This is an optimization exercise on Yosys and OpenROAD, whose aim is small area and a short achievable clock period, not a production implementation.
No functional check of the RTL was part of this run.
Power and IR drop assume default switching activity.

`config.mk`:
```
export PLATFORM = sky130hd
export DESIGN_NAME = ParallelFIR
export DESIGN_NICKNAME = ParallelFIR
export VERILOG_FILES = /design/flow/design.v
export SDC_FILE = /design/flow/constraint.sdc
export NUM_CORES = 4
export LEC_CHECK = 0
export CAP_MARGIN = 20
export CORE_MARGIN = 2
export CORE_UTILIZATION = 50
export SLEW_MARGIN = 20
export SYNTH_HIERARCHICAL = 1
export SYNTH_MINIMUM_KEEP_SIZE = 0
```
`constraint.sdc`:
```
create_clock -name core_clock -period 11.0 [get_ports {clk}]
set_input_delay 2.2000 -clock core_clock [delete_from_list [all_inputs] [get_ports {clk}]]
set_output_delay 2.2000 -clock core_clock [all_outputs]
set_load 0.01 [all_outputs]
```
`design.v`:
```
`timescale 1ns/1ns
module ParallelFIR(input wire clk,
                   input wire signed [7:0] x,
                   output reg signed [17:0] y);
  reg [7:0] x1, x2, x3, x4, x5, x6, x7, x8, x9, x10, x11, x12, x13, x14, x15, x16, x17;
  reg p4_0_0, p4_1_0, p4_1_1, p4_2_0, p4_2_1, p4_3_0, p4_3_1, p4_4_0, p4_4_1, p4_5_0, p4_5_1, p4_6_0, p4_6_1, p4_7_0, p4_7_1, p4_8_0, p4_8_1, p4_9_0, p4_9_1, p4_10_0, p4_10_1, p4_11_0, p4_11_1, p4_12_0, p3_0_0, p3_0_1, p3_1_0, p3_1_1, p3_2_0, p3_2_1, p3_3_0, p3_3_1, p3_4_0, p3_4_1, p3_5_0, p3_5_1, p3_6_0, p3_6_1, p3_7_0, p3_7_1, p3_8_0, p3_8_1, p3_9_0, p3_9_1, p3_10_0, p3_10_1, p3_11_0, p3_11_1, p3_12_0, p3_12_1, p3_13_0, p3_13_1, p3_14_0, p3_14_1, p2_0_0, p2_0_1, p2_1_0, p2_1_1, p2_2_0, p2_2_1, p2_3_0, p2_3_1, p2_4_0, p2_4_1, p2_5_0, p2_5_1, p2_6_0, p2_6_1, p2_7_0, p2_7_1, p2_8_0, p2_8_1, p2_9_0, p2_9_1, p2_10_0, p2_10_1, p2_11_0, p2_11_1, p2_12_0, p2_12_1, p2_13_0, p2_13_1, p2_14_0, p2_14_1, p2_15_0, p2_15_1, p2_16_0, p1_0_0, p1_0_1, p1_1_0, p1_1_1, p1_2_0, p1_2_1, p1_3_0, p1_3_1, p1_4_0, p1_4_1, p1_5_0, p1_5_1, p1_6_0, p1_6_1, p1_7_0, p1_7_1, p1_8_0, p1_8_1, p1_9_0, p1_9_1, p1_10_0, p1_10_1, p1_11_0, p1_11_1, p1_12_0, p1_12_1, p1_13_0, p1_13_1, p1_14_0, p1_14_1, p1_15_0, p1_15_1, p1_16_0, p1_16_1;
  wire [7:0] xo = {~x[7], x[6:0]};
  wire s1, c1;
  FullAdd u1 (.a(x12[2]), .b(x12[1]), .c(x15[3]), .s(s1), .co(c1));
  wire s2, c2;
  FullAdd u2 (.a(x12[3]), .b(x12[2]), .c(x12[0]), .s(s2), .co(c2));
  wire s3, c3;
  FullAdd u3 (.a(x13[1]), .b(x14[3]), .c(x14[1]), .s(s3), .co(c3));
  wire s4, c4;
  FullAdd u4 (.a(x12[4]), .b(x12[3]), .c(x12[1]), .s(s4), .co(c4));
  wire s5, c5;
  FullAdd u5 (.a(x13[2]), .b(x14[4]), .c(x14[2]), .s(s5), .co(c5));
  wire s6 = x15[5] ^ x16[4];
  wire c6 = x15[5] & x16[4];
  wire s7, c7;
  FullAdd u7 (.a(x12[5]), .b(x12[4]), .c(x12[2]), .s(s7), .co(c7));
  wire s8, c8;
  FullAdd u8 (.a(x13[3]), .b(x14[5]), .c(x14[3]), .s(s8), .co(c8));
  wire n9 = ~x17[5];
  wire s10, c10;
  FullAdd u10 (.a(x15[6]), .b(x16[5]), .c(n9), .s(s10), .co(c10));
  wire s11, c11;
  FullAdd u11 (.a(x12[6]), .b(x12[5]), .c(x12[3]), .s(s11), .co(c11));
  wire s12, c12;
  FullAdd u12 (.a(x13[4]), .b(x14[6]), .c(x14[4]), .s(s12), .co(c12));
  wire n13 = ~x17[6];
  wire s14, c14;
  FullAdd u14 (.a(x15[7]), .b(x16[6]), .c(n13), .s(s14), .co(c14));
  wire s15, c15;
  FullAdd u15 (.a(x12[7]), .b(x12[6]), .c(x12[4]), .s(s15), .co(c15));
  wire s16, c16;
  FullAdd u16 (.a(x13[5]), .b(x14[7]), .c(x14[5]), .s(s16), .co(c16));
  wire n17 = ~x17[7];
  wire s18 = x16[7] ^ n17;
  wire c18 = x16[7] & n17;
  wire s19 = x12[7] ^ x12[5];
  wire c19 = x12[7] & x12[5];
  wire s20 = x12[0] ^ x15[1];
  wire c20 = x12[0] & x15[1];
  wire s21, c21;
  FullAdd u21 (.a(x12[1]), .b(x12[0]), .c(x15[2]), .s(s21), .co(c21));
  wire n22 = ~x14[1];
  wire s23 = n22 ^ x16[1];
  wire c23 = n22 & x16[1];
  wire s24, c24;
  FullAdd u24 (.a(x13[0]), .b(x14[2]), .c(x14[0]), .s(s24), .co(c24));
  wire n25 = ~x17[2];
  wire s26, c26;
  FullAdd u26 (.a(x16[2]), .b(n25), .c(s1), .s(s26), .co(c26));
  wire s27, c27;
  FullAdd u27 (.a(x15[4]), .b(x16[3]), .c(c1), .s(s27), .co(c27));
  wire n28 = ~s2;
  wire s29, c29;
  FullAdd u29 (.a(x17[3]), .b(n28), .c(s3), .s(s29), .co(c29));
  wire s30, c30;
  FullAdd u30 (.a(s6), .b(c2), .c(s4), .s(s30), .co(c30));
  wire s31, c31;
  FullAdd u31 (.a(x17[4]), .b(c3), .c(s5), .s(s31), .co(c31));
  wire s32, c32;
  FullAdd u32 (.a(c6), .b(c4), .c(s7), .s(s32), .co(c32));
  wire n33 = ~s10;
  wire s34, c34;
  FullAdd u34 (.a(c5), .b(s8), .c(n33), .s(s34), .co(c34));
  wire s35, c35;
  FullAdd u35 (.a(c7), .b(c10), .c(s11), .s(s35), .co(c35));
  wire n36 = ~s14;
  wire s37, c37;
  FullAdd u37 (.a(c8), .b(s12), .c(n36), .s(s37), .co(c37));
  wire s38, c38;
  FullAdd u38 (.a(s18), .b(c11), .c(c14), .s(s38), .co(c38));
  wire n39 = ~s15;
  wire s40, c40;
  FullAdd u40 (.a(c12), .b(n39), .c(s16), .s(s40), .co(c40));
  wire s41, c41;
  FullAdd u41 (.a(s19), .b(c18), .c(c15), .s(s41), .co(c41));
  wire s42, c42;
  FullAdd u42 (.a(x13[6]), .b(x14[6]), .c(c16), .s(s42), .co(c42));
  wire n43 = ~x12[6];
  wire s44, c44;
  FullAdd u44 (.a(n43), .b(x13[7]), .c(x14[7]), .s(s44), .co(c44));
  wire s45 = x16[0] ^ s20;
  wire c45 = x16[0] & s20;
  wire s46, c46;
  FullAdd u46 (.a(c20), .b(s23), .c(s21), .s(s46), .co(c46));
  wire s47, c47;
  FullAdd u47 (.a(c23), .b(c21), .c(s26), .s(s47), .co(c47));
  wire n48 = ~c24;
  wire s49, c49;
  FullAdd u49 (.a(n48), .b(c26), .c(s27), .s(s49), .co(c49));
  wire n50 = ~s31;
  wire s51, c51;
  FullAdd u51 (.a(c27), .b(s30), .c(n50), .s(s51), .co(c51));
  wire n52 = ~c31;
  wire s53, c53;
  FullAdd u53 (.a(c30), .b(n52), .c(s32), .s(s53), .co(c53));
  wire n54 = ~c34;
  wire s55, c55;
  FullAdd u55 (.a(c32), .b(s35), .c(n54), .s(s55), .co(c55));
  wire n56 = ~c37;
  wire s57, c57;
  FullAdd u57 (.a(c35), .b(s38), .c(n56), .s(s57), .co(c57));
  wire n58 = ~s42;
  wire s59, c59;
  FullAdd u59 (.a(c38), .b(s41), .c(n58), .s(s59), .co(c59));
  wire n60 = ~s44;
  wire s61, c61;
  FullAdd u61 (.a(c19), .b(n60), .c(c41), .s(s61), .co(c61));
  wire n62 = ~x14[0];
  wire n63 = ~x17[0];
  wire s64 = n62 ^ n63;
  wire c64 = n62 & n63;
  wire n65 = ~x17[1];
  wire s66, c66;
  FullAdd u66 (.a(n65), .b(c45), .c(s46), .s(s66), .co(c66));
  wire n67 = ~s24;
  wire s68, c68;
  FullAdd u68 (.a(n67), .b(c46), .c(s47), .s(s68), .co(c68));
  wire n69 = ~s29;
  wire s70, c70;
  FullAdd u70 (.a(n69), .b(c47), .c(s49), .s(s70), .co(c70));
  wire n71 = ~c29;
  wire s72, c72;
  FullAdd u72 (.a(n71), .b(c49), .c(s51), .s(s72), .co(c72));
  wire n73 = ~s34;
  wire s74, c74;
  FullAdd u74 (.a(n73), .b(c51), .c(s53), .s(s74), .co(c74));
  wire n75 = ~s37;
  wire s76, c76;
  FullAdd u76 (.a(n75), .b(c53), .c(s55), .s(s76), .co(c76));
  wire n77 = ~s40;
  wire s78, c78;
  FullAdd u78 (.a(n77), .b(c55), .c(s57), .s(s78), .co(c78));
  wire n79 = ~c40;
  wire s80, c80;
  FullAdd u80 (.a(n79), .b(s59), .c(c57), .s(s80), .co(c80));
  wire n81 = ~c42;
  wire s82, c82;
  FullAdd u82 (.a(n81), .b(s61), .c(c59), .s(s82), .co(c82));
  wire n83 = ~c44;
  wire s84, c84;
  FullAdd u84 (.a(x12[7]), .b(n83), .c(c61), .s(s84), .co(c84));
  wire s85 = p4_4_0 ^ p4_4_1;
  wire c85 = p4_4_0 & p4_4_1;
  wire s86, c86;
  FullAdd u86 (.a(p4_5_0), .b(p4_5_1), .c(x9[4]), .s(s86), .co(c86));
  wire s87, c87;
  FullAdd u87 (.a(x9[1]), .b(x9[0]), .c(x10[2]), .s(s87), .co(c87));
  wire s88, c88;
  FullAdd u88 (.a(p4_6_0), .b(p4_6_1), .c(x9[5]), .s(s88), .co(c88));
  wire s89, c89;
  FullAdd u89 (.a(x9[2]), .b(x9[1]), .c(x10[3]), .s(s89), .co(c89));
  wire s90, c90;
  FullAdd u90 (.a(x11[6]), .b(x11[5]), .c(x11[3]), .s(s90), .co(c90));
  wire s91, c91;
  FullAdd u91 (.a(p4_7_0), .b(p4_7_1), .c(x9[6]), .s(s91), .co(c91));
  wire s92, c92;
  FullAdd u92 (.a(x9[3]), .b(x9[2]), .c(x10[4]), .s(s92), .co(c92));
  wire s93, c93;
  FullAdd u93 (.a(x11[7]), .b(x11[6]), .c(x11[4]), .s(s93), .co(c93));
  wire s94 = x11[2] ^ x12[5];
  wire c94 = x11[2] & x12[5];
  wire s95, c95;
  FullAdd u95 (.a(p4_8_0), .b(p4_8_1), .c(x9[7]), .s(s95), .co(c95));
  wire s96, c96;
  FullAdd u96 (.a(x9[4]), .b(x9[3]), .c(x10[5]), .s(s96), .co(c96));
  wire s97, c97;
  FullAdd u97 (.a(x11[7]), .b(x11[5]), .c(x11[3]), .s(s97), .co(c97));
  wire s98 = x12[6] ^ x12[4];
  wire c98 = x12[6] & x12[4];
  wire s99, c99;
  FullAdd u99 (.a(p4_9_0), .b(p4_9_1), .c(x9[5]), .s(s99), .co(c99));
  wire s100, c100;
  FullAdd u100 (.a(x9[4]), .b(x10[6]), .c(x11[6]), .s(s100), .co(c100));
  wire s101 = x11[4] ^ x12[7];
  wire c101 = x11[4] & x12[7];
  wire s102, c102;
  FullAdd u102 (.a(p4_10_0), .b(p4_10_1), .c(x9[6]), .s(s102), .co(c102));
  wire s103 = x9[5] ^ x10[7];
  wire c103 = x9[5] & x10[7];
  wire s104, c104;
  FullAdd u104 (.a(p4_3_0), .b(p4_3_1), .c(x9[2]), .s(s104), .co(c104));
  wire s105, c105;
  FullAdd u105 (.a(x9[3]), .b(x9[0]), .c(x10[1]), .s(s105), .co(c105));
  wire s106, c106;
  FullAdd u106 (.a(x11[4]), .b(x11[3]), .c(x11[1]), .s(s106), .co(c106));
  wire s107, c107;
  FullAdd u107 (.a(x11[5]), .b(x11[4]), .c(x11[2]), .s(s107), .co(c107));
  wire s108, c108;
  FullAdd u108 (.a(x11[0]), .b(x12[3]), .c(x12[1]), .s(s108), .co(c108));
  wire s109 = c85 ^ s86;
  wire c109 = c85 & s86;
  wire s110, c110;
  FullAdd u110 (.a(x11[1]), .b(x12[4]), .c(x12[2]), .s(s110), .co(c110));
  wire s111, c111;
  FullAdd u111 (.a(c86), .b(c87), .c(s88), .s(s111), .co(c111));
  wire n112 = ~x10[0];
  wire s113, c113;
  FullAdd u113 (.a(n112), .b(s89), .c(s90), .s(s113), .co(c113));
  wire s114, c114;
  FullAdd u114 (.a(x12[3]), .b(s94), .c(c88), .s(s114), .co(c114));
  wire s115, c115;
  FullAdd u115 (.a(c89), .b(c90), .c(s91), .s(s115), .co(c115));
  wire n116 = ~x10[1];
  wire s117, c117;
  FullAdd u117 (.a(n116), .b(s92), .c(s93), .s(s117), .co(c117));
  wire s118, c118;
  FullAdd u118 (.a(c94), .b(s98), .c(c91), .s(s118), .co(c118));
  wire s119, c119;
  FullAdd u119 (.a(c92), .b(c93), .c(s95), .s(s119), .co(c119));
  wire n120 = ~x10[2];
  wire s121, c121;
  FullAdd u121 (.a(n120), .b(s96), .c(s97), .s(s121), .co(c121));
  wire s122, c122;
  FullAdd u122 (.a(x12[5]), .b(c98), .c(s101), .s(s122), .co(c122));
  wire s123, c123;
  FullAdd u123 (.a(c95), .b(c96), .c(c97), .s(s123), .co(c123));
  wire n124 = ~x10[3];
  wire s125, c125;
  FullAdd u125 (.a(n124), .b(s99), .c(s100), .s(s125), .co(c125));
  wire s126, c126;
  FullAdd u126 (.a(x11[7]), .b(x11[5]), .c(x12[6]), .s(s126), .co(c126));
  wire s127, c127;
  FullAdd u127 (.a(c101), .b(s103), .c(c99), .s(s127), .co(c127));
  wire n128 = ~x10[4];
  wire s129, c129;
  FullAdd u129 (.a(n128), .b(c100), .c(s102), .s(s129), .co(c129));
  wire s130, c130;
  FullAdd u130 (.a(p4_11_0), .b(p4_11_1), .c(x9[7]), .s(s130), .co(c130));
  wire s131, c131;
  FullAdd u131 (.a(x9[6]), .b(x11[6]), .c(x12[7]), .s(s131), .co(c131));
  wire n132 = ~x10[5];
  wire s133, c133;
  FullAdd u133 (.a(n132), .b(c103), .c(c102), .s(s133), .co(c133));
  wire s134 = p4_12_0 ^ x9[7];
  wire c134 = p4_12_0 & x9[7];
  wire s135 = p4_1_0 ^ p4_1_1;
  wire c135 = p4_1_0 & p4_1_1;
  wire s136, c136;
  FullAdd u136 (.a(p4_2_0), .b(p4_2_1), .c(x9[1]), .s(s136), .co(c136));
  wire s137 = x11[2] ^ x11[1];
  wire c137 = x11[2] & x11[1];
  wire s138, c138;
  FullAdd u138 (.a(x10[0]), .b(x11[3]), .c(x11[2]), .s(s138), .co(c138));
  wire s139, c139;
  FullAdd u139 (.a(x11[0]), .b(x12[1]), .c(s104), .s(s139), .co(c139));
  wire s140, c140;
  FullAdd u140 (.a(x12[2]), .b(x12[0]), .c(s85), .s(s140), .co(c140));
  wire s141, c141;
  FullAdd u141 (.a(c104), .b(s105), .c(s106), .s(s141), .co(c141));
  wire s142, c142;
  FullAdd u142 (.a(c105), .b(c106), .c(s107), .s(s142), .co(c142));
  wire s143, c143;
  FullAdd u143 (.a(s108), .b(s87), .c(s109), .s(s143), .co(c143));
  wire s144, c144;
  FullAdd u144 (.a(c107), .b(c108), .c(s110), .s(s144), .co(c144));
  wire s145, c145;
  FullAdd u145 (.a(c109), .b(s111), .c(s113), .s(s145), .co(c145));
  wire s146, c146;
  FullAdd u146 (.a(c110), .b(c111), .c(c113), .s(s146), .co(c146));
  wire s147, c147;
  FullAdd u147 (.a(s114), .b(s115), .c(s117), .s(s147), .co(c147));
  wire s148, c148;
  FullAdd u148 (.a(c114), .b(c115), .c(c117), .s(s148), .co(c148));
  wire s149, c149;
  FullAdd u149 (.a(s118), .b(s119), .c(s121), .s(s149), .co(c149));
  wire s150, c150;
  FullAdd u150 (.a(s122), .b(c118), .c(c119), .s(s150), .co(c150));
  wire s151, c151;
  FullAdd u151 (.a(c121), .b(s123), .c(s125), .s(s151), .co(c151));
  wire s152, c152;
  FullAdd u152 (.a(s126), .b(c122), .c(c123), .s(s152), .co(c152));
  wire s153, c153;
  FullAdd u153 (.a(c125), .b(s127), .c(s129), .s(s153), .co(c153));
  wire s154, c154;
  FullAdd u154 (.a(c126), .b(s130), .c(s131), .s(s154), .co(c154));
  wire s155, c155;
  FullAdd u155 (.a(c127), .b(c129), .c(s133), .s(s155), .co(c155));
  wire s156, c156;
  FullAdd u156 (.a(x11[7]), .b(s134), .c(c130), .s(s156), .co(c156));
  wire n157 = ~x10[6];
  wire s158, c158;
  FullAdd u158 (.a(n157), .b(c131), .c(c133), .s(s158), .co(c158));
  wire s159 = x9[0] ^ x11[1];
  wire c159 = x9[0] & x11[1];
  wire s160, c160;
  FullAdd u160 (.a(x12[0]), .b(c135), .c(s137), .s(s160), .co(c160));
  wire s161, c161;
  FullAdd u161 (.a(c137), .b(c136), .c(s138), .s(s161), .co(c161));
  wire s162, c162;
  FullAdd u162 (.a(c138), .b(s140), .c(c139), .s(s162), .co(c162));
  wire s163, c163;
  FullAdd u163 (.a(c140), .b(c141), .c(s142), .s(s163), .co(c163));
  wire s164, c164;
  FullAdd u164 (.a(c142), .b(s144), .c(c143), .s(s164), .co(c164));
  wire s165, c165;
  FullAdd u165 (.a(c144), .b(c145), .c(s146), .s(s165), .co(c165));
  wire s166, c166;
  FullAdd u166 (.a(c146), .b(c147), .c(s148), .s(s166), .co(c166));
  wire s167, c167;
  FullAdd u167 (.a(c148), .b(c149), .c(s150), .s(s167), .co(c167));
  wire s168, c168;
  FullAdd u168 (.a(c150), .b(s152), .c(c151), .s(s168), .co(c168));
  wire s169, c169;
  FullAdd u169 (.a(s154), .b(c152), .c(c153), .s(s169), .co(c169));
  wire s170, c170;
  FullAdd u170 (.a(c154), .b(s156), .c(c155), .s(s170), .co(c170));
  wire s171, c171;
  FullAdd u171 (.a(c134), .b(c156), .c(c158), .s(s171), .co(c171));
  wire s172 = x11[0] ^ s159;
  wire c172 = x11[0] & s159;
  wire s173, c173;
  FullAdd u173 (.a(c159), .b(s136), .c(s160), .s(s173), .co(c173));
  wire s174, c174;
  FullAdd u174 (.a(c160), .b(s161), .c(s139), .s(s174), .co(c174));
  wire s175, c175;
  FullAdd u175 (.a(c161), .b(s141), .c(s162), .s(s175), .co(c175));
  wire s176, c176;
  FullAdd u176 (.a(s143), .b(c162), .c(s163), .s(s176), .co(c176));
  wire s177, c177;
  FullAdd u177 (.a(c163), .b(s145), .c(s164), .s(s177), .co(c177));
  wire s178, c178;
  FullAdd u178 (.a(s147), .b(c164), .c(s165), .s(s178), .co(c178));
  wire s179, c179;
  FullAdd u179 (.a(s149), .b(c165), .c(s166), .s(s179), .co(c179));
  wire s180, c180;
  FullAdd u180 (.a(s151), .b(c166), .c(s167), .s(s180), .co(c180));
  wire s181, c181;
  FullAdd u181 (.a(s153), .b(c167), .c(s168), .s(s181), .co(c181));
  wire s182, c182;
  FullAdd u182 (.a(s155), .b(c168), .c(s169), .s(s182), .co(c182));
  wire s183, c183;
  FullAdd u183 (.a(s158), .b(c169), .c(s170), .s(s183), .co(c183));
  wire n184 = ~x10[7];
  wire s185, c185;
  FullAdd u185 (.a(n184), .b(c170), .c(s171), .s(s185), .co(c185));
  wire s186 = 1'b1 ^ p3_4_0;
  wire c186 = 1'b1 & p3_4_0;
  wire s187 = 1'b1 ^ p3_5_0 ^ p3_5_1;
  wire c187 = (1'b1 & p3_5_0) | (1'b1 & p3_5_1) | (p3_5_0 & p3_5_1);
  wire s188, c188;
  FullAdd u188 (.a(x6[5]), .b(x6[4]), .c(x6[2]), .s(s188), .co(c188));
  wire s189 = 1'b1 ^ p3_6_0 ^ p3_6_1;
  wire c189 = (1'b1 & p3_6_0) | (1'b1 & p3_6_1) | (p3_6_0 & p3_6_1);
  wire s190, c190;
  FullAdd u190 (.a(x6[6]), .b(x6[5]), .c(x6[3]), .s(s190), .co(c190));
  wire s191, c191;
  FullAdd u191 (.a(x6[1]), .b(x7[3]), .c(x8[5]), .s(s191), .co(c191));
  wire s192, c192;
  FullAdd u192 (.a(p3_7_0), .b(p3_7_1), .c(x6[7]), .s(s192), .co(c192));
  wire s193, c193;
  FullAdd u193 (.a(x6[6]), .b(x6[4]), .c(x6[2]), .s(s193), .co(c193));
  wire s194, c194;
  FullAdd u194 (.a(x7[4]), .b(x8[6]), .c(x8[3]), .s(s194), .co(c194));
  wire s195 = x8[2] ^ x9[0];
  wire c195 = x8[2] & x9[0];
  wire s196, c196;
  FullAdd u196 (.a(p3_8_0), .b(p3_8_1), .c(x6[7]), .s(s196), .co(c196));
  wire s197, c197;
  FullAdd u197 (.a(x6[5]), .b(x6[3]), .c(x7[5]), .s(s197), .co(c197));
  wire s198, c198;
  FullAdd u198 (.a(x8[7]), .b(x8[4]), .c(x8[3]), .s(s198), .co(c198));
  wire s199 = 1'b1 ^ p3_9_0 ^ p3_9_1;
  wire c199 = (1'b1 & p3_9_0) | (1'b1 & p3_9_1) | (p3_9_0 & p3_9_1);
  wire s200, c200;
  FullAdd u200 (.a(x6[6]), .b(x6[4]), .c(x7[6]), .s(s200), .co(c200));
  wire s201, c201;
  FullAdd u201 (.a(p3_10_0), .b(p3_10_1), .c(x6[7]), .s(s201), .co(c201));
  wire s202 = 1'b1 ^ p3_1_0;
  wire c202 = 1'b1 & p3_1_0;
  wire s203 = 1'b1 ^ p3_2_0 ^ p3_2_1;
  wire c203 = (1'b1 & p3_2_0) | (1'b1 & p3_2_1) | (p3_2_0 & p3_2_1);
  wire s204 = 1'b1 ^ p3_3_0 ^ p3_3_1;
  wire c204 = (1'b1 & p3_3_0) | (1'b1 & p3_3_1) | (p3_3_0 & p3_3_1);
  wire s205, c205;
  FullAdd u205 (.a(x6[3]), .b(x6[2]), .c(x6[0]), .s(s205), .co(c205));
  wire s206, c206;
  FullAdd u206 (.a(p3_4_1), .b(x6[4]), .c(x6[3]), .s(s206), .co(c206));
  wire s207, c207;
  FullAdd u207 (.a(x6[1]), .b(x7[1]), .c(x8[3]), .s(s207), .co(c207));
  wire s208 = x8[0] ^ s186;
  wire c208 = x8[0] & s186;
  wire s209, c209;
  FullAdd u209 (.a(x6[0]), .b(x7[2]), .c(x8[4]), .s(s209), .co(c209));
  wire s210, c210;
  FullAdd u210 (.a(x8[1]), .b(x8[0]), .c(c186), .s(s210), .co(c210));
  wire n211 = ~x9[5];
  wire s212, c212;
  FullAdd u212 (.a(n211), .b(s187), .c(s188), .s(s212), .co(c212));
  wire s213, c213;
  FullAdd u213 (.a(x8[2]), .b(x8[1]), .c(c187), .s(s213), .co(c213));
  wire s214, c214;
  FullAdd u214 (.a(c188), .b(s189), .c(s190), .s(s214), .co(c214));
  wire n215 = ~s191;
  wire s216, c216;
  FullAdd u216 (.a(x7[0]), .b(x9[6]), .c(n215), .s(s216), .co(c216));
  wire s217, c217;
  FullAdd u217 (.a(s195), .b(c189), .c(c190), .s(s217), .co(c217));
  wire s218, c218;
  FullAdd u218 (.a(c191), .b(s192), .c(s193), .s(s218), .co(c218));
  wire n219 = ~s194;
  wire s220, c220;
  FullAdd u220 (.a(x7[1]), .b(x9[7]), .c(n219), .s(s220), .co(c220));
  wire s221, c221;
  FullAdd u221 (.a(x9[1]), .b(c195), .c(c192), .s(s221), .co(c221));
  wire s222, c222;
  FullAdd u222 (.a(c193), .b(c194), .c(s196), .s(s222), .co(c222));
  wire n223 = ~x7[2];
  wire s224, c224;
  FullAdd u224 (.a(n223), .b(s197), .c(s198), .s(s224), .co(c224));
  wire s225, c225;
  FullAdd u225 (.a(x8[5]), .b(x8[4]), .c(x9[2]), .s(s225), .co(c225));
  wire s226, c226;
  FullAdd u226 (.a(c196), .b(c197), .c(c198), .s(s226), .co(c226));
  wire n227 = ~x7[3];
  wire s228, c228;
  FullAdd u228 (.a(n227), .b(s199), .c(s200), .s(s228), .co(c228));
  wire s229, c229;
  FullAdd u229 (.a(x6[5]), .b(x7[7]), .c(x8[6]), .s(s229), .co(c229));
  wire s230, c230;
  FullAdd u230 (.a(x8[5]), .b(x9[3]), .c(c199), .s(s230), .co(c230));
  wire n231 = ~x7[4];
  wire s232, c232;
  FullAdd u232 (.a(n231), .b(c200), .c(s201), .s(s232), .co(c232));
  wire s233 = 1'b1 ^ p3_11_0 ^ p3_11_1;
  wire c233 = (1'b1 & p3_11_0) | (1'b1 & p3_11_1) | (p3_11_0 & p3_11_1);
  wire s234, c234;
  FullAdd u234 (.a(x6[6]), .b(x8[7]), .c(x8[6]), .s(s234), .co(c234));
  wire n235 = ~x7[5];
  wire s236, c236;
  FullAdd u236 (.a(n235), .b(x9[4]), .c(c201), .s(s236), .co(c236));
  wire s237 = 1'b1 ^ p3_12_0 ^ p3_12_1;
  wire c237 = (1'b1 & p3_12_0) | (1'b1 & p3_12_1) | (p3_12_0 & p3_12_1);
  wire s238, c238;
  FullAdd u238 (.a(x6[7]), .b(x8[7]), .c(x9[5]), .s(s238), .co(c238));
  wire s239 = 1'b1 ^ p3_0_0;
  wire c239 = 1'b1 & p3_0_0;
  wire s240, c240;
  FullAdd u240 (.a(p3_1_1), .b(x6[1]), .c(x6[0]), .s(s240), .co(c240));
  wire s241 = x8[0] ^ s202;
  wire c241 = x8[0] & s202;
  wire s242, c242;
  FullAdd u242 (.a(x6[2]), .b(x6[1]), .c(x8[1]), .s(s242), .co(c242));
  wire n243 = ~x9[2];
  wire s244, c244;
  FullAdd u244 (.a(n243), .b(c202), .c(s203), .s(s244), .co(c244));
  wire s245, c245;
  FullAdd u245 (.a(x7[0]), .b(x8[2]), .c(c203), .s(s245), .co(c245));
  wire n246 = ~x9[3];
  wire s247, c247;
  FullAdd u247 (.a(n246), .b(s204), .c(s205), .s(s247), .co(c247));
  wire s248, c248;
  FullAdd u248 (.a(c204), .b(c205), .c(s206), .s(s248), .co(c248));
  wire n249 = ~x9[4];
  wire s250, c250;
  FullAdd u250 (.a(n249), .b(s207), .c(s208), .s(s250), .co(c250));
  wire s251, c251;
  FullAdd u251 (.a(c206), .b(c207), .c(s209), .s(s251), .co(c251));
  wire s252, c252;
  FullAdd u252 (.a(c208), .b(s210), .c(s212), .s(s252), .co(c252));
  wire s253, c253;
  FullAdd u253 (.a(c209), .b(c210), .c(c212), .s(s253), .co(c253));
  wire n254 = ~s216;
  wire s255, c255;
  FullAdd u255 (.a(s213), .b(s214), .c(n254), .s(s255), .co(c255));
  wire s256, c256;
  FullAdd u256 (.a(c213), .b(c214), .c(s217), .s(s256), .co(c256));
  wire n257 = ~s218;
  wire s258, c258;
  FullAdd u258 (.a(n257), .b(c216), .c(s220), .s(s258), .co(c258));
  wire s259, c259;
  FullAdd u259 (.a(c217), .b(c218), .c(s221), .s(s259), .co(c259));
  wire n260 = ~c220;
  wire s261, c261;
  FullAdd u261 (.a(s222), .b(s224), .c(n260), .s(s261), .co(c261));
  wire s262, c262;
  FullAdd u262 (.a(s225), .b(c221), .c(c222), .s(s262), .co(c262));
  wire s263, c263;
  FullAdd u263 (.a(c224), .b(s226), .c(s228), .s(s263), .co(c263));
  wire s264, c264;
  FullAdd u264 (.a(c225), .b(s229), .c(c226), .s(s264), .co(c264));
  wire s265, c265;
  FullAdd u265 (.a(c228), .b(s230), .c(s232), .s(s265), .co(c265));
  wire s266, c266;
  FullAdd u266 (.a(c229), .b(s233), .c(s234), .s(s266), .co(c266));
  wire s267, c267;
  FullAdd u267 (.a(c230), .b(c232), .c(s236), .s(s267), .co(c267));
  wire s268, c268;
  FullAdd u268 (.a(c233), .b(c234), .c(s237), .s(s268), .co(c268));
  wire n269 = ~x7[6];
  wire s270, c270;
  FullAdd u270 (.a(n269), .b(s238), .c(c236), .s(s270), .co(c270));
  wire s271, c271;
  FullAdd u271 (.a(p3_13_0), .b(p3_13_1), .c(x9[6]), .s(s271), .co(c271));
  wire n272 = ~x7[7];
  wire s273, c273;
  FullAdd u273 (.a(n272), .b(c237), .c(c238), .s(s273), .co(c273));
  wire s274 = 1'b1 ^ p3_14_0 ^ p3_14_1;
  wire c274 = (1'b1 & p3_14_0) | (1'b1 & p3_14_1) | (p3_14_0 & p3_14_1);
  wire s275 = p3_0_1 ^ x6[0];
  wire c275 = p3_0_1 & x6[0];
  wire s276, c276;
  FullAdd u276 (.a(c239), .b(s240), .c(s241), .s(s276), .co(c276));
  wire s277, c277;
  FullAdd u277 (.a(c240), .b(s242), .c(c241), .s(s277), .co(c277));
  wire s278, c278;
  FullAdd u278 (.a(c242), .b(c244), .c(s245), .s(s278), .co(c278));
  wire s279, c279;
  FullAdd u279 (.a(c245), .b(c247), .c(s248), .s(s279), .co(c279));
  wire s280, c280;
  FullAdd u280 (.a(c248), .b(s251), .c(c250), .s(s280), .co(c280));
  wire s281, c281;
  FullAdd u281 (.a(c251), .b(c252), .c(s253), .s(s281), .co(c281));
  wire s282, c282;
  FullAdd u282 (.a(c253), .b(s256), .c(c255), .s(s282), .co(c282));
  wire s283, c283;
  FullAdd u283 (.a(c256), .b(s259), .c(s261), .s(s283), .co(c283));
  wire s284, c284;
  FullAdd u284 (.a(c259), .b(s262), .c(s263), .s(s284), .co(c284));
  wire s285, c285;
  FullAdd u285 (.a(c262), .b(s264), .c(c263), .s(s285), .co(c285));
  wire s286, c286;
  FullAdd u286 (.a(s266), .b(c264), .c(c265), .s(s286), .co(c286));
  wire s287, c287;
  FullAdd u287 (.a(c266), .b(s268), .c(c267), .s(s287), .co(c287));
  wire s288, c288;
  FullAdd u288 (.a(s271), .b(c268), .c(s273), .s(s288), .co(c288));
  wire s289, c289;
  FullAdd u289 (.a(x9[7]), .b(c271), .c(s274), .s(s289), .co(c289));
  wire s290 = s275 ^ s239;
  wire c290 = s275 & s239;
  wire n291 = ~x9[1];
  wire s292, c292;
  FullAdd u292 (.a(n291), .b(c275), .c(s276), .s(s292), .co(c292));
  wire s293, c293;
  FullAdd u293 (.a(s244), .b(c276), .c(s277), .s(s293), .co(c293));
  wire s294, c294;
  FullAdd u294 (.a(s247), .b(c277), .c(s278), .s(s294), .co(c294));
  wire s295, c295;
  FullAdd u295 (.a(s250), .b(c278), .c(s279), .s(s295), .co(c295));
  wire s296, c296;
  FullAdd u296 (.a(c279), .b(s252), .c(s280), .s(s296), .co(c296));
  wire s297, c297;
  FullAdd u297 (.a(c280), .b(s255), .c(s281), .s(s297), .co(c297));
  wire n298 = ~s258;
  wire s299, c299;
  FullAdd u299 (.a(n298), .b(c281), .c(s282), .s(s299), .co(c299));
  wire n300 = ~c258;
  wire s301, c301;
  FullAdd u301 (.a(n300), .b(c282), .c(s283), .s(s301), .co(c301));
  wire s302, c302;
  FullAdd u302 (.a(c261), .b(s284), .c(c283), .s(s302), .co(c302));
  wire s303, c303;
  FullAdd u303 (.a(s265), .b(s285), .c(c284), .s(s303), .co(c303));
  wire s304, c304;
  FullAdd u304 (.a(s267), .b(c285), .c(s286), .s(s304), .co(c304));
  wire s305, c305;
  FullAdd u305 (.a(s270), .b(c286), .c(s287), .s(s305), .co(c305));
  wire s306, c306;
  FullAdd u306 (.a(c270), .b(s288), .c(c287), .s(s306), .co(c306));
  wire s307, c307;
  FullAdd u307 (.a(c273), .b(s289), .c(c288), .s(s307), .co(c307));
  wire s308 = 1'b1 ^ c274 ^ c289;
  wire c308 = (1'b1 & c274) | (1'b1 & c289) | (c274 & c289);
  wire s309 = p2_3_0 ^ p2_3_1;
  wire c309 = p2_3_0 & p2_3_1;
  wire s310, c310;
  FullAdd u310 (.a(p2_4_0), .b(p2_4_1), .c(x1[3]), .s(s310), .co(c310));
  wire s311, c311;
  FullAdd u311 (.a(x2[4]), .b(x5[3]), .c(x5[2]), .s(s311), .co(c311));
  wire s312, c312;
  FullAdd u312 (.a(p2_5_0), .b(p2_5_1), .c(x1[4]), .s(s312), .co(c312));
  wire s313, c313;
  FullAdd u313 (.a(x2[5]), .b(x5[4]), .c(x5[3]), .s(s313), .co(c313));
  wire n314 = ~x3[4];
  wire n315 = ~x3[2];
  wire s316 = n314 ^ n315;
  wire c316 = n314 & n315;
  wire s317, c317;
  FullAdd u317 (.a(p2_6_0), .b(p2_6_1), .c(x1[5]), .s(s317), .co(c317));
  wire s318, c318;
  FullAdd u318 (.a(x2[6]), .b(x5[5]), .c(x5[4]), .s(s318), .co(c318));
  wire s319, c319;
  FullAdd u319 (.a(x3[5]), .b(x3[3]), .c(x4[3]), .s(s319), .co(c319));
  wire s320, c320;
  FullAdd u320 (.a(p2_7_0), .b(p2_7_1), .c(x1[6]), .s(s320), .co(c320));
  wire s321, c321;
  FullAdd u321 (.a(x2[7]), .b(x5[6]), .c(x5[5]), .s(s321), .co(c321));
  wire s322, c322;
  FullAdd u322 (.a(x3[6]), .b(x3[4]), .c(x4[4]), .s(s322), .co(c322));
  wire s323, c323;
  FullAdd u323 (.a(p2_8_0), .b(p2_8_1), .c(x1[7]), .s(s323), .co(c323));
  wire s324, c324;
  FullAdd u324 (.a(x5[7]), .b(x5[6]), .c(x5[4]), .s(s324), .co(c324));
  wire n325 = ~x3[7];
  wire n326 = ~x3[5];
  wire s327 = n325 ^ n326;
  wire c327 = n325 & n326;
  wire s328, c328;
  FullAdd u328 (.a(p2_9_0), .b(p2_9_1), .c(x5[7]), .s(s328), .co(c328));
  wire s329, c329;
  FullAdd u329 (.a(p2_2_0), .b(p2_2_1), .c(x1[1]), .s(s329), .co(c329));
  wire s330, c330;
  FullAdd u330 (.a(x1[2]), .b(x2[3]), .c(x5[2]), .s(s330), .co(c330));
  wire s331, c331;
  FullAdd u331 (.a(x3[2]), .b(x3[0]), .c(x4[0]), .s(s331), .co(c331));
  wire s332, c332;
  FullAdd u332 (.a(x3[3]), .b(x3[1]), .c(x4[1]), .s(s332), .co(c332));
  wire s333, c333;
  FullAdd u333 (.a(x5[0]), .b(c309), .c(s310), .s(s333), .co(c333));
  wire n334 = ~x6[2];
  wire n335 = ~x6[0];
  wire s336 = n334 ^ n335;
  wire c336 = n334 & n335;
  wire s337, c337;
  FullAdd u337 (.a(x4[2]), .b(x6[3]), .c(x6[1]), .s(s337), .co(c337));
  wire s338, c338;
  FullAdd u338 (.a(x5[1]), .b(s316), .c(c310), .s(s338), .co(c338));
  wire s339, c339;
  FullAdd u339 (.a(c311), .b(s312), .c(s313), .s(s339), .co(c339));
  wire s340, c340;
  FullAdd u340 (.a(x5[2]), .b(c316), .c(c312), .s(s340), .co(c340));
  wire s341, c341;
  FullAdd u341 (.a(c313), .b(s317), .c(s318), .s(s341), .co(c341));
  wire s342, c342;
  FullAdd u342 (.a(x6[4]), .b(x6[2]), .c(s319), .s(s342), .co(c342));
  wire s343, c343;
  FullAdd u343 (.a(x5[3]), .b(c317), .c(c318), .s(s343), .co(c343));
  wire s344, c344;
  FullAdd u344 (.a(x6[5]), .b(x6[3]), .c(c319), .s(s344), .co(c344));
  wire n345 = ~s322;
  wire s346, c346;
  FullAdd u346 (.a(s320), .b(s321), .c(n345), .s(s346), .co(c346));
  wire s347, c347;
  FullAdd u347 (.a(x4[5]), .b(x6[6]), .c(x6[4]), .s(s347), .co(c347));
  wire s348, c348;
  FullAdd u348 (.a(s327), .b(c320), .c(c321), .s(s348), .co(c348));
  wire n349 = ~c322;
  wire s350, c350;
  FullAdd u350 (.a(n349), .b(s323), .c(s324), .s(s350), .co(c350));
  wire s351, c351;
  FullAdd u351 (.a(x3[6]), .b(x4[6]), .c(x6[7]), .s(s351), .co(c351));
  wire s352, c352;
  FullAdd u352 (.a(x5[5]), .b(c327), .c(c323), .s(s352), .co(c352));
  wire n353 = ~x6[5];
  wire s354, c354;
  FullAdd u354 (.a(n353), .b(c324), .c(s328), .s(s354), .co(c354));
  wire s355, c355;
  FullAdd u355 (.a(p2_10_0), .b(p2_10_1), .c(x5[6]), .s(s355), .co(c355));
  wire s356, c356;
  FullAdd u356 (.a(x3[7]), .b(x4[7]), .c(x6[6]), .s(s356), .co(c356));
  wire s357, c357;
  FullAdd u357 (.a(p2_1_0), .b(p2_1_1), .c(x1[0]), .s(s357), .co(c357));
  wire s358, c358;
  FullAdd u358 (.a(x2[2]), .b(x5[1]), .c(x5[0]), .s(s358), .co(c358));
  wire n359 = ~x3[1];
  wire s360 = n359 ^ n335;
  wire c360 = n359 & n335;
  wire s361, c361;
  FullAdd u361 (.a(x5[1]), .b(s309), .c(c329), .s(s361), .co(c361));
  wire n362 = ~s330;
  wire s363, c363;
  FullAdd u363 (.a(x6[1]), .b(n362), .c(s331), .s(s363), .co(c363));
  wire s364, c364;
  FullAdd u364 (.a(s336), .b(c330), .c(s311), .s(s364), .co(c364));
  wire n365 = ~s333;
  wire s366, c366;
  FullAdd u366 (.a(c331), .b(s332), .c(n365), .s(s366), .co(c366));
  wire s367, c367;
  FullAdd u367 (.a(c336), .b(c333), .c(s338), .s(s367), .co(c367));
  wire n368 = ~s339;
  wire s369, c369;
  FullAdd u369 (.a(c332), .b(s337), .c(n368), .s(s369), .co(c369));
  wire s370, c370;
  FullAdd u370 (.a(c338), .b(c339), .c(s340), .s(s370), .co(c370));
  wire n371 = ~s341;
  wire s372, c372;
  FullAdd u372 (.a(c337), .b(n371), .c(s342), .s(s372), .co(c372));
  wire s373, c373;
  FullAdd u373 (.a(c340), .b(c341), .c(s343), .s(s373), .co(c373));
  wire n374 = ~s346;
  wire s375, c375;
  FullAdd u375 (.a(c342), .b(s344), .c(n374), .s(s375), .co(c375));
  wire s376, c376;
  FullAdd u376 (.a(c343), .b(s348), .c(c346), .s(s376), .co(c376));
  wire n377 = ~s350;
  wire s378, c378;
  FullAdd u378 (.a(s347), .b(c344), .c(n377), .s(s378), .co(c378));
  wire s379, c379;
  FullAdd u379 (.a(c348), .b(c350), .c(s352), .s(s379), .co(c379));
  wire n380 = ~s354;
  wire s381, c381;
  FullAdd u381 (.a(c347), .b(s351), .c(n380), .s(s381), .co(c381));
  wire s382, c382;
  FullAdd u382 (.a(c328), .b(s355), .c(c352), .s(s382), .co(c382));
  wire n383 = ~c354;
  wire s384, c384;
  FullAdd u384 (.a(c351), .b(s356), .c(n383), .s(s384), .co(c384));
  wire s385, c385;
  FullAdd u385 (.a(p2_11_0), .b(p2_11_1), .c(x5[7]), .s(s385), .co(c385));
  wire n386 = ~c355;
  wire s387, c387;
  FullAdd u387 (.a(x6[7]), .b(n386), .c(c356), .s(s387), .co(c387));
  wire s388 = x2[1] ^ x5[0];
  wire c388 = x2[1] & x5[0];
  wire s389, c389;
  FullAdd u389 (.a(s360), .b(c357), .c(s358), .s(s389), .co(c389));
  wire s390, c390;
  FullAdd u390 (.a(c360), .b(c358), .c(s361), .s(s390), .co(c390));
  wire n391 = ~c363;
  wire s392, c392;
  FullAdd u392 (.a(c361), .b(s364), .c(n391), .s(s392), .co(c392));
  wire n393 = ~c366;
  wire s394, c394;
  FullAdd u394 (.a(c364), .b(s367), .c(n393), .s(s394), .co(c394));
  wire n395 = ~c369;
  wire s396, c396;
  FullAdd u396 (.a(c367), .b(s370), .c(n395), .s(s396), .co(c396));
  wire n397 = ~c372;
  wire s398, c398;
  FullAdd u398 (.a(c370), .b(s373), .c(n397), .s(s398), .co(c398));
  wire n399 = ~c375;
  wire s400, c400;
  FullAdd u400 (.a(c373), .b(s376), .c(n399), .s(s400), .co(c400));
  wire n401 = ~c378;
  wire s402, c402;
  FullAdd u402 (.a(c376), .b(s379), .c(n401), .s(s402), .co(c402));
  wire n403 = ~c381;
  wire s404, c404;
  FullAdd u404 (.a(c379), .b(s382), .c(n403), .s(s404), .co(c404));
  wire n405 = ~s387;
  wire s406, c406;
  FullAdd u406 (.a(s385), .b(n405), .c(c382), .s(s406), .co(c406));
  wire s407, c407;
  FullAdd u407 (.a(p2_12_0), .b(p2_12_1), .c(c385), .s(s407), .co(c407));
  wire s408 = p2_0_0 ^ x2[0];
  wire c408 = p2_0_0 & x2[0];
  wire n409 = ~x3[0];
  wire s410, c410;
  FullAdd u410 (.a(n409), .b(s388), .c(s357), .s(s410), .co(c410));
  wire s411, c411;
  FullAdd u411 (.a(c388), .b(s329), .c(s389), .s(s411), .co(c411));
  wire n412 = ~s363;
  wire s413, c413;
  FullAdd u413 (.a(c389), .b(n412), .c(s390), .s(s413), .co(c413));
  wire n414 = ~s366;
  wire s415, c415;
  FullAdd u415 (.a(c390), .b(n414), .c(s392), .s(s415), .co(c415));
  wire n416 = ~s369;
  wire s417, c417;
  FullAdd u417 (.a(c392), .b(n416), .c(s394), .s(s417), .co(c417));
  wire n418 = ~s372;
  wire s419, c419;
  FullAdd u419 (.a(n418), .b(c394), .c(s396), .s(s419), .co(c419));
  wire n420 = ~s375;
  wire s421, c421;
  FullAdd u421 (.a(n420), .b(c396), .c(s398), .s(s421), .co(c421));
  wire n422 = ~s378;
  wire s423, c423;
  FullAdd u423 (.a(n422), .b(c398), .c(s400), .s(s423), .co(c423));
  wire n424 = ~s381;
  wire s425, c425;
  FullAdd u425 (.a(n424), .b(c400), .c(s402), .s(s425), .co(c425));
  wire n426 = ~s384;
  wire s427, c427;
  FullAdd u427 (.a(n426), .b(c402), .c(s404), .s(s427), .co(c427));
  wire n428 = ~c384;
  wire s429, c429;
  FullAdd u429 (.a(n428), .b(s406), .c(c404), .s(s429), .co(c429));
  wire n430 = ~c387;
  wire s431, c431;
  FullAdd u431 (.a(s407), .b(n430), .c(c406), .s(s431), .co(c431));
  wire s432, c432;
  FullAdd u432 (.a(p2_13_0), .b(p2_13_1), .c(c407), .s(s432), .co(c432));
  wire s433 = p2_14_0 ^ p2_14_1;
  wire c433 = p2_14_0 & p2_14_1;
  wire s434 = p2_15_0 ^ p2_15_1;
  wire c434 = p2_15_0 & p2_15_1;
  wire s435 = p1_1_0 ^ p1_1_1;
  wire c435 = p1_1_0 & p1_1_1;
  wire n436 = ~x1[1];
  wire s437, c437;
  FullAdd u437 (.a(p1_2_0), .b(p1_2_1), .c(n436), .s(s437), .co(c437));
  wire n438 = ~x1[2];
  wire s439, c439;
  FullAdd u439 (.a(p1_3_0), .b(p1_3_1), .c(n438), .s(s439), .co(c439));
  wire n440 = ~x1[3];
  wire s441, c441;
  FullAdd u441 (.a(p1_4_0), .b(p1_4_1), .c(n440), .s(s441), .co(c441));
  wire n442 = ~x1[4];
  wire s443, c443;
  FullAdd u443 (.a(p1_5_0), .b(p1_5_1), .c(n442), .s(s443), .co(c443));
  wire n444 = ~x1[5];
  wire s445, c445;
  FullAdd u445 (.a(p1_6_0), .b(p1_6_1), .c(n444), .s(s445), .co(c445));
  wire n446 = ~x1[6];
  wire s447, c447;
  FullAdd u447 (.a(p1_7_0), .b(p1_7_1), .c(n446), .s(s447), .co(c447));
  wire n448 = ~x1[7];
  wire s449, c449;
  FullAdd u449 (.a(p1_8_0), .b(p1_8_1), .c(n448), .s(s449), .co(c449));
  wire s450 = p1_9_0 ^ p1_9_1;
  wire c450 = p1_9_0 & p1_9_1;
  wire s451 = p1_10_0 ^ p1_10_1;
  wire c451 = p1_10_0 & p1_10_1;
  wire s452 = p1_11_0 ^ p1_11_1;
  wire c452 = p1_11_0 & p1_11_1;
  wire s453 = p1_12_0 ^ p1_12_1;
  wire c453 = p1_12_0 & p1_12_1;
  wire s454 = p1_13_0 ^ p1_13_1;
  wire c454 = p1_13_0 & p1_13_1;
  wire s455 = p1_14_0 ^ p1_14_1;
  wire c455 = p1_14_0 & p1_14_1;
  wire s456 = p1_15_0 ^ p1_15_1;
  wire c456 = p1_15_0 & p1_15_1;
  wire s457 = p1_16_0 ^ p1_16_1;
  wire c457 = p1_16_0 & p1_16_1;
  wire [17:0] r0 = {c457, c456, c455, c454, c453, c452, c451, c450, c449, c447, c445, c443, c441, c439, c437, c435, s435, p1_0_0};
  wire [17:0] r1 = {1'b1, s457, s456, s455, s454, s453, s452, s451, s450, s449, s447, s445, s443, s441, s439, s437, ~x1[0], ~p1_0_1};
  always @(posedge clk) begin
    x1 <= xo;
    x2 <= x1;
    x3 <= x2;
    x4 <= x3;
    x5 <= x4;
    x6 <= ~x5;
    x7 <= ~x6;
    x8 <= x7;
    x9 <= x8;
    x10 <= x9;
    x11 <= ~x10;
    x12 <= ~x11;
    x13 <= x12;
    x14 <= x13;
    x15 <= x14;
    x16 <= x15;
    x17 <= x16;
    p4_0_0 <= x15[0];
    p4_1_0 <= s64;
    p4_1_1 <= s45;
    p4_2_0 <= c64;
    p4_2_1 <= s66;
    p4_3_0 <= c66;
    p4_3_1 <= s68;
    p4_4_0 <= c68;
    p4_4_1 <= s70;
    p4_5_0 <= c70;
    p4_5_1 <= s72;
    p4_6_0 <= c72;
    p4_6_1 <= s74;
    p4_7_0 <= c74;
    p4_7_1 <= s76;
    p4_8_0 <= c76;
    p4_8_1 <= s78;
    p4_9_0 <= c78;
    p4_9_1 <= s80;
    p4_10_0 <= c80;
    p4_10_1 <= s82;
    p4_11_0 <= c82;
    p4_11_1 <= s84;
    p4_12_0 <= c84;
    p3_0_0 <= p4_0_0;
    p3_0_1 <= x11[0];
    p3_1_0 <= s172;
    p3_1_1 <= s135;
    p3_2_0 <= c172;
    p3_2_1 <= s173;
    p3_3_0 <= c173;
    p3_3_1 <= s174;
    p3_4_0 <= c174;
    p3_4_1 <= s175;
    p3_5_0 <= c175;
    p3_5_1 <= s176;
    p3_6_0 <= c176;
    p3_6_1 <= s177;
    p3_7_0 <= c177;
    p3_7_1 <= s178;
    p3_8_0 <= c178;
    p3_8_1 <= s179;
    p3_9_0 <= c179;
    p3_9_1 <= s180;
    p3_10_0 <= c180;
    p3_10_1 <= s181;
    p3_11_0 <= c181;
    p3_11_1 <= s182;
    p3_12_0 <= c182;
    p3_12_1 <= s183;
    p3_13_0 <= c183;
    p3_13_1 <= s185;
    p3_14_0 <= c185;
    p3_14_1 <= c171;
    p2_0_0 <= s290;
    p2_0_1 <= x9[0];
    p2_1_0 <= c290;
    p2_1_1 <= s292;
    p2_2_0 <= c292;
    p2_2_1 <= s293;
    p2_3_0 <= c293;
    p2_3_1 <= s294;
    p2_4_0 <= c294;
    p2_4_1 <= s295;
    p2_5_0 <= c295;
    p2_5_1 <= s296;
    p2_6_0 <= c296;
    p2_6_1 <= s297;
    p2_7_0 <= c297;
    p2_7_1 <= s299;
    p2_8_0 <= c299;
    p2_8_1 <= s301;
    p2_9_0 <= c301;
    p2_9_1 <= s302;
    p2_10_0 <= c302;
    p2_10_1 <= s303;
    p2_11_0 <= c303;
    p2_11_1 <= s304;
    p2_12_0 <= c304;
    p2_12_1 <= s305;
    p2_13_0 <= c305;
    p2_13_1 <= s306;
    p2_14_0 <= c306;
    p2_14_1 <= s307;
    p2_15_0 <= c307;
    p2_15_1 <= s308;
    p2_16_0 <= c308;
    p1_0_0 <= s408;
    p1_0_1 <= p2_0_1;
    p1_1_0 <= c408;
    p1_1_1 <= s410;
    p1_2_0 <= c410;
    p1_2_1 <= s411;
    p1_3_0 <= c411;
    p1_3_1 <= s413;
    p1_4_0 <= c413;
    p1_4_1 <= s415;
    p1_5_0 <= c415;
    p1_5_1 <= s417;
    p1_6_0 <= c417;
    p1_6_1 <= s419;
    p1_7_0 <= c419;
    p1_7_1 <= s421;
    p1_8_0 <= c421;
    p1_8_1 <= s423;
    p1_9_0 <= c423;
    p1_9_1 <= s425;
    p1_10_0 <= c425;
    p1_10_1 <= s427;
    p1_11_0 <= c427;
    p1_11_1 <= s429;
    p1_12_0 <= c429;
    p1_12_1 <= s431;
    p1_13_0 <= c431;
    p1_13_1 <= s432;
    p1_14_0 <= c432;
    p1_14_1 <= s433;
    p1_15_0 <= c433;
    p1_15_1 <= s434;
    p1_16_0 <= c434;
    p1_16_1 <= p2_16_0;
    y <= r0 + r1;
  end
endmodule
module FullAdd(input wire a, input wire b, input wire c,
               output wire s, output wire co);
  assign s = a ^ b ^ c;
  assign co = (a & b) | (a & c) | (b & c);
endmodule
```
`flow/run.sh`:
```
#!/bin/bash
# The standard layout with three changes to how it is made (the SDC and
# its clock period are unchanged): repair_timing keeps extra setup margin, so
# that it sizes the design for a shorter achieved period; the clock tree uses
# larger clusters and no dummy loads; the port buffers are buf_2 cells.
# Each tool's output is in the ORFS logs; make's output is in standard.log.
set -e
export SETUP_SLACK_MARGIN=8.0
export CTS_ARGS="-sink_clustering_enable -repair_clock_nets -dont_use_dummy_load -buf_list sky130_fd_sc_hd__clkbuf_16 -sink_clustering_size 30 -sink_clustering_max_diameter 200"
export BUFFER_PORTS_ARGS="-buffer_cell sky130_fd_sc_hd__buf_2"
bash standard.sh > standard.log 2>&1
```
`standard.sh`:
```
#!/bin/bash
# synth_recipe.tcl (not shown) runs the flow's synth.tcl, then flattens the netlist and writes it again
# the make line also repeats each setting of config.mk as NAME=value (left out here)
make -C /OpenROAD-flow-scripts/flow DESIGN_CONFIG=/design/flow/config.mk WORK_HOME=/design/flow/orfs CLKGATE_MAP_FILE= SYNTH_SCRIPT=/design/flow/synth_recipe.tcl "${@:-finish}"
```
==> notes.md <==
-- metrics by stage --
step / setup WS (ps) / cell area (um^2) / hold slack [ps]
2_1_floorplan: 8007 / 13630 / 309.6
3_3_place_gp: 7862 / 14160 / 312.1
3_5_place_dp: 7777 / 14160 / 319.3
4_1_cts: 7831 / 14510 / 347.2
5_1_grt: 7816 / 14660 / 350.5
6_report: 7855 / 14660 / 341.1
-- what timing repair did --
item	in CTS	in global routing
endpoints found under the setup margin	43	34
buffers inserted	0	11
endpoints found under the hold margin	0	0
hold buffers	0	0
gates resized for setup	17	32
pin swaps	0	0
-- modules after synthesis (local to each module, per instance) --
module	area, um^2	flops+latches	copies in the design
FullAdd	20.02	0	304
ParallelFIR	7547	272	1
-- area by class of cell --
| class | count | area share, % |
|---|---|---|
| multi-input combinational | 460 | 51.55 |
| tap | 341 | 2.910 |
| sequential | 272 | 37.60 |
| clock buffer | 13 | 2.219 |
| timing repair buffer | 37 | 1.621 |
| inverter | 160 | 4.096 |
-- cells by family (layout without fill, tap and decap cells) --
logic type / Yosys count / count (layout) / synth area share (%)
buf+inv: 165 / 210 / 4.635
fa+ha+maj: 372 / 372 / 50.94
simple gates: 25 / 25 / 0.8720
xor+xnor: 15 / 15 / 0.9637
compound gates: 48 / 48 / 2.652
flops: 272 / 272 / 39.94
-- report_power, final --
part | internal, mW | switching [mW]
combinational | 1.33 | 1.52
clock | 0.214 | 0.303
sequential | 1.36 | 0.148
-- worst reg2reg max path: cells and delay by family, from the launching register on --
family / cells / cell delay [ps]
flops: 1 / 400
fa+ha+maj: 5 / 2470
-- synth_stat cells (all sizes together), types with 2 or more instances --
| library cell | instances |
|---|---|
| fa | 305 |
| dfxtp | 272 |
| inv | 160 |
| ha | 67 |
| a21oi | 11 |
| nand2 | 10 |
| o21ai | 10 |
| xnor2 | 8 |
| xor2 | 7 |
| a21o | 6 |
| a31oi | 5 |
| nor2 | 5 |
| a211oi | 4 |
| buf | 4 |
| nand3 | 3 |
| o21a | 3 |
| and3 | 2 |
| o211ai | 2 |
-- final timing paths --
check | start | to | slack (ps) | cells past startpoint
setup / recovery | y[9]$_DFF_P_ | y[9] | 7860 | 1
hold / removal | x15[0]$_DFF_P_ | x16[0]$_DFF_P_ | 340 | 0
setup reg to reg | x6[5]$_DFF_P_ | p2_8_1$_DFF_P_ | 8040 | 5
hold reg to reg | x15[0]$_DFF_P_ | x16[0]$_DFF_P_ | 340 | 0
-- metal layers --
layer  wire length, um  vias up  global-route usage (%)
li1                  -     2787                       -
met1              9382     3184                   23.11
met2             11530       50                   31.23
met3               521       17                   1.637
met4               331        0                   2.861
met5                 0        -                       0
==> Implementation_results.wiki <==
{| class="wikitable"
! Metric !! Value
|-
| CTS tree || built
|-
| Fraction of final layout cells with drive strength greater than 1 || 10.19%
|-
| Number of instances in the placed design || 1259
|-
| Via count of the first global-routing pass || 7340
|-
| Max-slew violation total from the final report || 0
|-
| I/O pin cnt || 27
|-
| CP Launch Type || flip-flop
|-
| Number of DRC violations after detailed-routing iteration 0 || 234
|-
| Sum of routed wire length over all layers || 21770 um
|-
| Ranking of synthesized cells by area || sky130_fd_sc_hd__fa_1, sky130_fd_sc_hd__dfxtp_1, sky130_fd_sc_hd__ha_1
|-
| Residual antenna-violating net count after detailed routing || 0
|-
| Reported leakage power || 6.456 nW
|-
| Total iterations of the first detailed-routing run || 4
|-
| Vias post-DR || 6038
|-
| Number of flip-flops in the largest register || 18
|-
| Remaining max-slew budget at the tightest pin || 67.46%
|-
| Fraction of synthesized cell area taken by the top area cell type || 44.79%
|-
| Commonest cells after routing, fill and taps aside || sky130_fd_sc_hd__fa_1, sky130_fd_sc_hd__dfxtp_1, sky130_fd_sc_hd__inv_1
|-
| FFs w/ async S/R, synth || 0%
|-
| Non-Filler Instances || 1283
|-
| Number of core rows || 60
|-
| Final setup violation count || 0
|-
| Area occupied by registers || 0.005513 mm^2
|-
| Post-synthesis register bit count || 272
|-
| Register with the most flip-flops || y
|-
| Largest fanout of any net on the critical path || 1
|-
| Vias per cell || 4.706
|-
| Synth cell types || 37
|-
| Worst slew pin tran || 485.2 ps
|-
| Count of final hold-check violations || 0
|-
| Count of synthesis-stage warnings from yosys || 7
|-
| Data arrival, critical path || 940 ps
|-
| Port buffer count || 26
|-
| Final Net Count || 1325
|-
| Final Wtd Congestion || 0.8097
|-
| Number of buffer and inverter instances along the worst setup path || 1
|-
| Maximum clock frequency || 318.0 MHz
|-
| Cell count after synthesis || 897
|-
| Unrepaired setup endpoints after global routing || yes
|-
| Global routing usage summed across all routing layers || 17.25%
|-
| Power density relative to cell area || 332.7 mW/mm^2
|-
| Fin util || 54.55%
|-
| Number of clock buffers inserted by TritonCTS || 13
|-
| Critical Path End Type || output port
|-
| Number of flops mapped to enable cells by yosys || 0
|-
| Starting Density || 50.73%
|-
| Die W || 169.1 um
|-
| Synth Flop Type || sky130_fd_sc_hd__dfxtp_1
|-
| Final worst-path cycle share || 28.59%
|-
| Worst-path clk slew || 120 ps
|-
| Total chip power || 4.878 mW
|-
| Cell family with most CP delay || flip-flops
|-
| Portion of the post-synthesis area used by sequential elements || 39.94%
|-
| Max-capacitance violation count || 0
|-
| Hold Crit Class || reg2reg
|-
| Synthesized cell area || 0.01363 mm^2
|-
| Grt ovf || 0
|-
| H-tree levels || 1
|-
| Type of the worst setup path || reg2out
|-
| Crit path largest cell delay || 330 ps
|-
| Post-synthesis to final-layout area growth || 7.544%
|-
| DPL Wire Length || 17990 um
|-
| Drc violations || 0
|-
| Fill count || 2245
|-
| Peak ir drop on the vdd network || 121.5 uV
|-
| Cell type contributing the most total cell area after synthesis || sky130_fd_sc_hd__fa_1
|-
| Antenna violations before repair || 0
|-
| Req. time, crit path || 8800 ps
|-
| Setup TNS after final layout || 0 ps
|-
| Combined area of the multi-input logic cells || 0.007559 mm^2
|-
| Antenna diodes || 0
|-
| Mapped Avg Cell Area || 15.20 um^2
|-
| Post-synthesis net count || 1278
|-
| Total Die Area || 0.02860 mm^2
|-
| Cell with the largest stage delay on the worst path || sky130_fd_sc_hd__dfxtp_1
|-
| Clock latency on the worst-skew pair || 490 ps
|-
| Commonest non-fill, non-tap cell in the layout || sky130_fd_sc_hd__fa_1
|-
| Core outline area || 0.02688 mm^2
|-
| Clock period minus worst slack || 3145 ps
|-
| Post-detailed-route wirelength per cell || 16.97 um
|-
| Sink count of the clock tree || 272
|-
| Maximum clock path buffer count || 3
|-
| Clock skew after layout || 75.77 ps
|-
| Wire length of the first global-routing pass || 37760 um
|-
| Ordered list of cells on the worst path || buf_2
|-
| Root buf cell || sky130_fd_sc_hd__clkbuf_16
|-
| Maximum number of pins on one net before global-route repair || 31
|-
| Die Height || 169.1 um
|-
| Run status || finished clean
|}

-- what the ideal ports hide --
Ports are ideal in the flow. The routed layout listed here was re-timed in OpenROAD.
Step 1: set_driving_cell puts a clkbuf_16 on clk and a buf_2 on each other input, an assumption about the parent block.
Step 2 times the ports against the registers' clock, not the clock port: input delays grow and output delays shrink by t, the midpoint of the rising clock arrivals with the driver on.
a / b / c = ideal / step 1 / step 2; a / b = the first two.
t, ns: 0.503
setup slack, ns: 7.855 / 7.807 / 8.041
worst hold slack (ns): 0.341 / 0.341 / 0.341
cell pins on the clock port's net: 1
After both steps this run still meets setup and hold. The setup slack of this run moves by -0.048 ns with the drivers and by +0.186 ns with both steps.
